Context: an optimization exercise on an open-source flow, tuned for small area, a short achievable clock period and few clock cycles. The choices shown serve that exercise and are no tape-out recipe.
Where RTL was checked, it was by simulation tests only, not by an equivalence proof against the original.
Power is estimated from default activity; no workload was simulated.

## circle_draw
module circle_draw(xc,yc,rad,x,y,color,color_disp,CLK50,clearn,plot,wr,ready);
	input [7:0] xc;
	input [6:0] yc;
	input [5:0] rad;
	input CLK50,clearn,plot;
	input [2:0] color;
	output [7:0] x;
	output [6:0] y;
	output [2:0] color_disp;
	output wr;
	output ready;
	function [8:0] add8;
		input [7:0] p, q;
		input ci;
		integer i;
		reg c;
		begin
			c = ci;
			for (i = 0; i < 8; i = i + 1) begin
				add8[i] = p[i] ^ q[i] ^ c;
				c = (p[i] & q[i]) | (c & (p[i] ^ q[i]));
			end
			add8[8] = c;
		end
	endfunction
	localparam IDLE = 2'b00, CLR = 2'b01, SET = 2'b10, DRW = 2'b11;
	reg [1:0] m;
	reg [7:0] xo;
	reg [6:0] yo;
	reg [2:0] col;
	reg [5:0] a, bm;
	reg [7:0] e;
	reg [2:0] ph;
	reg n1, n2, c3, c4;
	reg h, sd;
	reg [2:0] pph;
	wire qx1 = (pph[2:1] == 2'd0);
	wire qx2 = (pph[2:1] == 2'd1) | ((pph[2:1] == 2'd0) & a0);
	wire big = (rad == 6'd0) | (&rad[5:2]);
	wire [5:0] r = big ? 6'd59 : rad;
	wire [8:0] radm = add8({2'b0, rad}, 8'hff, 1'b0);
	wire [5:0] rm = big ? 6'd58 : radm[5:0];      
	wire a0 = (a == 6'd0);
	wire dec = ~e[7] | (&e[6:1]);
	wire [8:0] dd = add8({2'b0, a}, {2'b11, ~bm}, 1'b0);
  ...
Size in the first run: ~450 cells after synthesis, roughly 52 flip-flops, ~47 I/O pins, about 4100 um^2 of cells after synthesis.
==> module circle_draw, before the edit <==
module circle_draw(xc,yc,rad,x,y,color,color_disp,CLK50,clearn,plot,wr,ready);
	input [7:0] xc;
	input [6:0] yc;
	input [5:0] rad;
	input CLK50,clearn,plot;
	input [2:0] color;
	output [7:0] x;
	output [6:0] y;
	output [2:0] color_disp;
	output wr;
	output ready;
	function [8:0] add8;
		input [7:0] p, q;
		input ci;
		integer i;
		reg c;
		begin
			c = ci;
			for (i = 0; i < 8; i = i + 1) begin
				add8[i] = p[i] ^ q[i] ^ c;
				c = (p[i] & q[i]) | (c & (p[i] ^ q[i]));
			end
			add8[8] = c;
		end
	endfunction
	localparam IDLE = 2'b00, CLR = 2'b01, SET = 2'b10, DRW = 2'b11;
	reg [1:0] m;
	reg [7:0] xo;
	reg [6:0] yo;
	reg [2:0] col;
	reg [5:0] a, bm;
	reg [7:0] e;
	reg [2:0] ph;
	reg n1, n2, c3, c4;
	reg h, sd;
	reg [2:0] pph;
	wire qx1 = (pph[2:1] == 2'd0);
	wire qx2 = (pph[2:1] == 2'd1) | ((pph[2:1] == 2'd0) & a0);
	wire big = (rad == 6'd0) | (&rad[5:2]);
	wire [5:0] r = big ? 6'd59 : rad;
	wire [8:0] radm = add8({2'b0, rad}, 8'hff, 1'b0);
	wire [5:0] rm = big ? 6'd58 : radm[5:0];      
	wire a0 = (a == 6'd0);
	wire dec = ~e[7] | (&e[6:1]);
	wire [8:0] dd = add8({2'b0, a}, {2'b11, ~bm}, 1'b0);
	wire done = (~dd[7] & (dd[1] | dd[0])) | (&bm);
	wire [5:0] xs = ph[2] ? bm : a;
	wire [5:0] ys = ph[2] ? a : bm;
	wire xneg = ph[1];
	wire yneg = ph[0];
	wire [8:0] gxs = {xc, 1'b1} + {{2{xneg}}, xs ^ {6{xneg}}, xneg ^ ph[2]};
	wire [7:0] gys = {yc, 1'b1} + {yneg, ys ^ {6{yneg}}, yneg ^ ~ph[2]};
	wire [7:0] gx = gxs[8:1];
	wire [6:0] gy = gys[7:1];
	wire band = &yo[6:3];
	wire [7:0] yskip = {band & (pph == 3'd5), band & (pph == 3'd4), 2'b00,
	                    band & (pph == 3'd1), band & (pph == 3'd0), 2'b00};
	wire [7:0] mask = {c4 & ~a0, c4, c3 & ~a0, c3, {2{~n2 & ~a0}}, {2{~n1}}} & ~yskip;
	reg [2:0] nxt;
	reg more;
	integer k;
	always @(*) begin
		nxt = 3'd0;
		more = 1'b0;
		for (k = 7; k >= 0; k = k - 1)
			if (k > ph && mask[k]) begin
				nxt = k;
				more = 1'b1;
			end
	end
	wire set1 = qx1 & (xo == 8'd159);
	wire set2 = qx2 & (xo == 8'd0);
	wire xv = ~(xc[7] & (xc[6] | xc[5]));
	wire [7:0] q = {~xc[7:5] + 3'd5, ~xc[4:0]};    
	wire [8:0] qmb = add8(q, {2'b11, ~bm}, 1'b0);
	wire [8:0] xmb = add8(xc, {2'b11, ~bm}, 1'b0);
	wire v3 = ~xv | qmb[8];
	wire v4 = ~xv | xmb[8];
	wire [8:0] ai = add8({2'b0, a}, 8'd0, 1'b1);
	wire [8:0] bd = add8({2'b0, bm}, 8'hff, 1'b0);
	wire [7:0] eop = h ? (sd ? {1'b1, ~bm, 1'b1} : 8'd2) : {1'b0, a, 1'b1};
	wire [8:0] ens = {e, 1'b1} + {eop, h & sd};
	wire [7:0] en = ens[8:1];
	wire lfb = ~(yo[6] ^ yo[5]);
	wire clr_end = ({yo, xo} == 15'h4000);
	always @(posedge CLK50 or negedge clearn)
	begin
		if (!clearn) begin
			m <= CLR;
			xo <= 8'd0;
			yo <= 7'd0;
			col <= 3'd0;
		end else begin
			case (m)
			CLR: begin
				if (clr_end) m <= IDLE;
			end
			IDLE: begin
				if (plot) m <= SET;
			end
			SET: m <= DRW;
			default: if (done) m <= IDLE;
			endcase
			if (m == CLR) begin
				xo <= {xo[6:0], lfb};
				yo <= {yo[5:0], xo[7]};
				col <= 3'd0;
			end else begin
				xo <= gx;
				yo <= gy;
				col <= color;
			end
		end
	end
	always @(posedge CLK50)
	begin
		c3 <= v3;
		c4 <= v4;
		pph <= ph | {3{m == IDLE}};
		if (m == IDLE) begin
			a <= 6'd0;
			bm <= rm;
			e <= {2'b11, ~r};
			ph <= 3'd0;
			n1 <= 1'b0;
			n2 <= 1'b0;
			h <= 1'b0;
		end else begin
			h <= ~more;
			sd <= dec;
			if (h | ~more) e <= en;
			if (set1) n1 <= 1'b1;
			if (set2) n2 <= 1'b1;
			if (more)
				ph <= nxt;
			else begin
				ph <= n1 ? 3'd2 : 3'd0;
				a <= ai[5:0];
				if (dec) bm <= bd[5:0];
			end
		end
	end
	assign x = xo;
	assign y = yo;
	assign color_disp = col;
	assign wr = m[0];
	assign ready = ~m[1] & ~m[0];
endmodule
==> flow/config.mk <==
export PLATFORM = sky130hd
export DESIGN_NAME = circle_draw
export DESIGN_NICKNAME = circle_draw
export VERILOG_FILES = /design/flow/design.v
export SDC_FILE = /design/flow/constraint.sdc
export NUM_CORES = 4
export LEC_CHECK = 0
export CAP_MARGIN = 20
export CORE_MARGIN = 2
export CORE_UTILIZATION = 40
export PLACE_DENSITY = 0.6
export SETUP_SLACK_MARGIN = 4.4
export SLEW_MARGIN = 20
==> flow/constraint.sdc <==
create_clock -name core_clock -period 7.0 [get_ports {CLK50}]
set_input_delay 1.4000 -clock core_clock [delete_from_list [all_inputs] [get_ports {CLK50}]]
set_output_delay 1.4000 -clock core_clock [all_outputs]
set_load 0.01 [all_outputs]
standard.sh (not shown) runs the stock make flow with config.mk's settings and CLKGATE_MAP_FILE= SYNTH_SCRIPT=/design/flow/synth_recipe.tcl, a recipe that flattens the netlist after the stock synthesis.
==> flow/flow/run.sh <==
#!/bin/bash
# Standard synthesis, then the standard layout with plain buf_1 cells as the
# port buffers (the default pick is a slow delay buffer). Tool output goes
# to the logs below; each ORFS step also keeps its own log in orfs/logs.
set -euo pipefail
bash standard.sh synth > flow_synth.log 2>&1
bash standard.sh BUFFER_PORTS_ARGS="-buffer_cell sky130_fd_sc_hd__buf_1" finish > flow_layout.log 2>&1
==> next run, changes <==
--- a/flow/design.v
+++ b/flow/design.v
@@ -34,7 +34,5 @@
 	reg n1, n2, c3, c4;
 	reg h, sd;
-	reg [2:0] pph;
-	wire qx1 = (pph[2:1] == 2'd0);
-	wire qx2 = (pph[2:1] == 2'd1) | ((pph[2:1] == 2'd0) & a0);
+	reg qx1, qx2;
 	wire big = (rad == 6'd0) | (&rad[5:2]);
 	wire [5:0] r = big ? 6'd59 : rad;
@@ -53,8 +51,5 @@
 	wire [7:0] gx = gxs[8:1];
 	wire [6:0] gy = gys[7:1];
-	wire band = &yo[6:3];
-	wire [7:0] yskip = {band & (pph == 3'd5), band & (pph == 3'd4), 2'b00,
-	                    band & (pph == 3'd1), band & (pph == 3'd0), 2'b00};
-	wire [7:0] mask = {c4 & ~a0, c4, c3 & ~a0, c3, {2{~n2 & ~a0}}, {2{~n1}}} & ~yskip;
+	wire [7:0] mask = {c4 & ~a0, c4, c3 & ~a0, c3, {2{~n2 & ~a0}}, {2{~n1}}};
 	reg [2:0] nxt;
 	reg more;
@@ -117,5 +112,4 @@
 		c3 <= v3;
 		c4 <= v4;
-		pph <= ph | {3{m == IDLE}};
 		if (m == IDLE) begin
 			a <= 6'd0;
@@ -126,6 +120,10 @@
 			n2 <= 1'b0;
 			h <= 1'b0;
+			qx1 <= 1'b0;
+			qx2 <= 1'b0;
 		end else begin
 			h <= ~more;
+			qx1 <= (ph[2:1] == 2'd0);
+			qx2 <= (ph[2:1] == 2'd1) | ((ph[2:1] == 2'd0) & a0);
 			sd <= dec;
 			if (h | ~more) e <= en;
Result: Total power shrinks by 12%. Core utilization shrinks by 1.6 points. Sequential power shrinks by 7.7%. Maximum frequency is about the same. Non-clock buffer count shrinks by 6. Worst setup slack hardly moves. Wire length shrinks by about 6%. Die area shrinks by about 2.4%.
Testbench counts after the change, summed over its fixed seeds: cycles 78,871.
Only the layout flow was run in the first run of this note; the RTL was not checked for function there.


Another version of the RTL of circle_draw (not shown whole).
Size in the first run: about 470 cells after synthesis, ~47 I/O pins, ~4200 um2 of cells after synthesis.
==> module circle_draw, before the edit <==
module circle_draw(xc,yc,rad,x,y,color,color_disp,CLK50,clearn,plot,wr,ready);
	input [7:0] xc;
	input [6:0] yc;
	input [5:0] rad;
	input CLK50,clearn,plot;
	input [2:0] color;
	output [7:0] x;
	output [6:0] y;
	output [2:0] color_disp;
	output wr;
	output ready;
	function [8:0] add8;
		input [7:0] p, q;
		input ci;
		integer i;
		reg c;
		begin
			c = ci;
			for (i = 0; i < 8; i = i + 1) begin
				add8[i] = p[i] ^ q[i] ^ c;
				c = (p[i] & q[i]) | (c & (p[i] ^ q[i]));
			end
			add8[8] = c;
		end
	endfunction
	localparam IDLE = 2'b00, CLR = 2'b01, SET = 2'b10, DRW = 2'b11;
	reg [1:0] m;
	reg rdy;
	reg [7:0] xo;
	reg [6:0] yo;
	reg [2:0] col;
	reg [5:0] a, b;
	reg [7:0] e;
	reg [2:0] ph;
	reg n1, n2, c3, c4;
	wire [5:0] r = (rad == 6'd0 || &rad[5:2]) ? 6'd59 : rad;
	wire a0 = (a == 6'd0);
	wire dec = ~e[7] | (&e[6:1]);
	wire [8:0] bma = add8({2'b0, b}, {2'b11, ~a}, 1'b1);
	wire done = ~bma[8];
	wire [5:0] xs = ph[2] ? b : a;
	wire [5:0] ys = ph[2] ? a : b;
	wire xneg = ph[1];
	wire yneg = ph[0];
	wire [8:0] gxs = {xc, 1'b1} + {{2{xneg}}, xs ^ {6{xneg}}, xneg};
	wire [7:0] gys = {yc, 1'b1} + {yneg, ys ^ {6{yneg}}, yneg};
	wire [7:0] gx = gxs[8:1];
	wire [6:0] gy = gys[7:1];
	wire [7:0] mask = {c4 & ~a0, c4, c3 & ~a0, c3, {2{~n2 & ~a0}}, {2{~n1}}};
	reg [2:0] nxt;
	reg more;
	integer k;
	always @(*) begin
		nxt = 3'd0;
		more = 1'b0;
		for (k = 7; k >= 0; k = k - 1)
			if (k > ph && mask[k]) begin
				nxt = k;
				more = 1'b1;
			end
	end
	wire set1 = (ph == 3'd1) & (gx == 8'd159);
	wire set2 = ((ph == 3'd3) | ((ph == 3'd1) & a0)) & (gx == 8'd0);
	wire xv = ~(xc[7] & (xc[6] | xc[5]));
	wire [7:0] q = {~xc[7:5] + 3'd5, ~xc[4:0]};    
	wire [8:0] qmb = add8(q, {2'b11, ~b}, 1'b1);
	wire [8:0] xmb = add8(xc, {2'b11, ~b}, 1'b1);
	wire v3 = ~xv | qmb[8];
	wire v4 = ~xv | xmb[8];
	wire [8:0] ai = add8({2'b0, a}, 8'd0, 1'b1);
	wire [8:0] bd = add8({2'b0, b}, 8'hff, 1'b0);
	wire [7:0] t1 = {1'b0, ai[5:0], 1'b1};
	wire [7:0] t2 = dec ? {1'b1, ~bd[5:0], 1'b1} : 8'd0;
	wire [7:0] cs_s = e ^ t1 ^ t2;
	wire [7:0] cs_c = (e & t1) | (e & t2) | (t1 & t2);
	wire [7:0] en = cs_s + {cs_c[6:0], dec};
	wire lfb = ~(yo[6] ^ yo[5]);
	wire clr_end = ({yo, xo} == 15'h4000);
	always @(posedge CLK50 or negedge clearn)
	begin
		if (!clearn) begin
			m <= CLR;
			rdy <= 1'b0;
			xo <= 8'd0;
			yo <= 7'd0;
			col <= 3'd0;
		end else begin
			case (m)
			CLR: begin
				xo <= {xo[6:0], lfb};
				yo <= {yo[5:0], xo[7]};
				if (clr_end) begin
					m <= IDLE;
					rdy <= 1'b1;
				end
			end
			IDLE: begin
				col <= color;
				if (plot) begin
					m <= SET;
					rdy <= 1'b0;
				end
			end
			SET: begin
				m <= DRW;
				end
			default: if (done) begin
				m <= IDLE;
				rdy <= 1'b1;
			end
			endcase
			if (m[1]) begin
				xo <= gx;
				yo <= gy;
			end
		end
	end
	always @(posedge CLK50)
	begin
		c3 <= v3;
		c4 <= v4;
		if (m == IDLE) begin
			a <= 6'd0;
			b <= r;
			e <= {2'b11, ~r};
			ph <= 3'd0;
			n1 <= 1'b0;
			n2 <= 1'b0;
		end else if (m[1]) begin
			if (set1) n1 <= 1'b1;
			if (set2) n2 <= 1'b1;
			if (more)
				ph <= nxt;
			else begin
				ph <= (n1 | set1) ? 3'd2 : 3'd0;
				a <= ai[5:0];
				if (dec) b <= bd[5:0];
				e <= en;
			end
		end
	end
	assign x = xo;
	assign y = yo;
	assign color_disp = col;
	assign wr = m[0];
	assign ready = rdy;
endmodule
clock: 7.0 ns
lec_check: 0
cap_margin: 20
core_margin: 2
core_utilization: 40
place_density: 0.6
setup_slack_margin: 4.0
slew_margin: 20
run.sh (not shown) runs the stock make flow with config.mk's settings and CLKGATE_MAP_FILE= SYNTH_SCRIPT=/design/flow/synth_recipe.tcl, a recipe that flattens the netlist after the stock synthesis.
Stock flow here: none of the scripts above is used.
Testbench counts at the start, summed over its fixed seeds: cycles 78,871.
Change:
--- a/flow/design.v
+++ b/flow/design.v
@@ -20,12 +20,35 @@
 				add8[i] = p[i] ^ q[i] ^ c;
 				c = (p[i] & q[i]) | (c & (p[i] ^ q[i]));
 			end
 			add8[8] = c;
 		end
 	endfunction
+	function [8:0] sk8;
+		input [7:0] p, q;
+		input ci;
+		integer i, l;
+		reg [7:0] g, t, gg, pp;
+		begin
+			g = p & q;
+			t = p ^ q;
+			g[0] = g[0] | (t[0] & ci);
+			gg = g;
+			pp = t;
+			for (l = 0; l < 3; l = l + 1)
+				for (i = 7; i >= 0; i = i - 1)
+					if ((i >> l) & 1) begin
+						gg[i] = gg[i] | (pp[i] & gg[((i >> l) << l) - 1]);
+						pp[i] = pp[i] & pp[((i >> l) << l) - 1];
+					end
+			sk8[0] = t[0] ^ ci;
+			for (i = 1; i < 8; i = i + 1)
+				sk8[i] = t[i] ^ gg[i - 1];
+			sk8[8] = gg[7];
+		end
+	endfunction
 	localparam IDLE = 2'b00, CLR = 2'b01, SET = 2'b10, DRW = 2'b11;
 	reg [1:0] m;
 	reg rdy;
 	reg [7:0] xo;
 	reg [6:0] yo;
 	reg [2:0] col;
@@ -39,16 +62,16 @@
 	wire [8:0] bma = add8({2'b0, b}, {2'b11, ~a}, 1'b1);
 	wire done = ~bma[8];
 	wire [5:0] xs = ph[2] ? b : a;
 	wire [5:0] ys = ph[2] ? a : b;
 	wire xneg = ph[1];
 	wire yneg = ph[0];
-	wire [8:0] gxs = {xc, 1'b1} + {{2{xneg}}, xs ^ {6{xneg}}, xneg};
-	wire [7:0] gys = {yc, 1'b1} + {yneg, ys ^ {6{yneg}}, yneg};
-	wire [7:0] gx = gxs[8:1];
-	wire [6:0] gy = gys[7:1];
+	wire [8:0] gxs = sk8(xc, {{2{xneg}}, xs ^ {6{xneg}}}, xneg);
+	wire [8:0] gys = sk8({1'b0, yc}, {1'b0, yneg, ys ^ {6{yneg}}}, yneg);
+	wire [7:0] gx = gxs[7:0];
+	wire [6:0] gy = gys[6:0];
 	wire [7:0] mask = {c4 & ~a0, c4, c3 & ~a0, c3, {2{~n2 & ~a0}}, {2{~n1}}};
 	reg [2:0] nxt;
 	reg more;
 	integer k;
 	always @(*) begin
 		nxt = 3'd0;
@@ -70,13 +93,14 @@
 	wire [8:0] ai = add8({2'b0, a}, 8'd0, 1'b1);
 	wire [8:0] bd = add8({2'b0, b}, 8'hff, 1'b0);
 	wire [7:0] t1 = {1'b0, ai[5:0], 1'b1};
 	wire [7:0] t2 = dec ? {1'b1, ~bd[5:0], 1'b1} : 8'd0;
 	wire [7:0] cs_s = e ^ t1 ^ t2;
 	wire [7:0] cs_c = (e & t1) | (e & t2) | (t1 & t2);
-	wire [7:0] en = cs_s + {cs_c[6:0], dec};
+	wire [8:0] ens = sk8(cs_s, {cs_c[6:0], 1'b0}, dec);
+	wire [7:0] en = ens[7:0];
 	wire lfb = ~(yo[6] ^ yo[5]);
 	wire clr_end = ({yo, xo} == 15'h4000);
 	always @(posedge CLK50 or negedge clearn)
 	begin
 		if (!clearn) begin
 			m <= CLR;
Result:
- The changed run ran to the end with no violations
- setup slack gets worse by 0.70 ns
- clock power came out lower by 14%
- synthesized area came out lower by about 3.5%
- utilization came out lower by 0.74 points
- critical path depth came out lower by 2
- cell area came out lower by 5.4%
- clock skew barely changes
- total power came out lower by 14%
- count of clock-buffer cells in the layout does not change
- synthesized cell count came out lower by 6.4%
- non-clock buffer count came out lower by 2
The RTL of the second run of this note was laid out without a check of its function.

re-timing with driven ports:
No port has a modelled driver above. Below, the same layouts with a new extraction and two added sets of constraints.
Step 1, drivers: a clkbuf_16 drives CLK50 and a buf_2 each remaining input, both assumed.
Step 2, shift: input delay + t, output delay - t, t = (earliest + latest rising clock arrival at the registers) / 2. This alone moves slack from input paths to output paths.
Slacks: ideal ports / drivers / drivers and shift; pairs: ideal ports / drivers.
run | t, ns | setup slack, ns | clock arrival spread, ns
the first run of note 1 | 0.339 | 4.394 / 4.362 / 4.058 | 0.011 / 0.010
the second run of note 1 | 0.339 | 4.393 / 4.375 / 4.062 | 0.009 / 0.008
the first run of note 2 | 0.339 | 3.982 / 3.982 / 3.691 | 0.012 / 0.012
the second run of note 2 | 0.334 | 3.287 / 3.280 / 2.946 | 0.010 / 0.010
After both steps setup and hold are still met in every run listed. For the second run of note 2, which loses most, drivers alone change the setup slack by -0.007 ns; drivers and shift together by -0.341 ns.
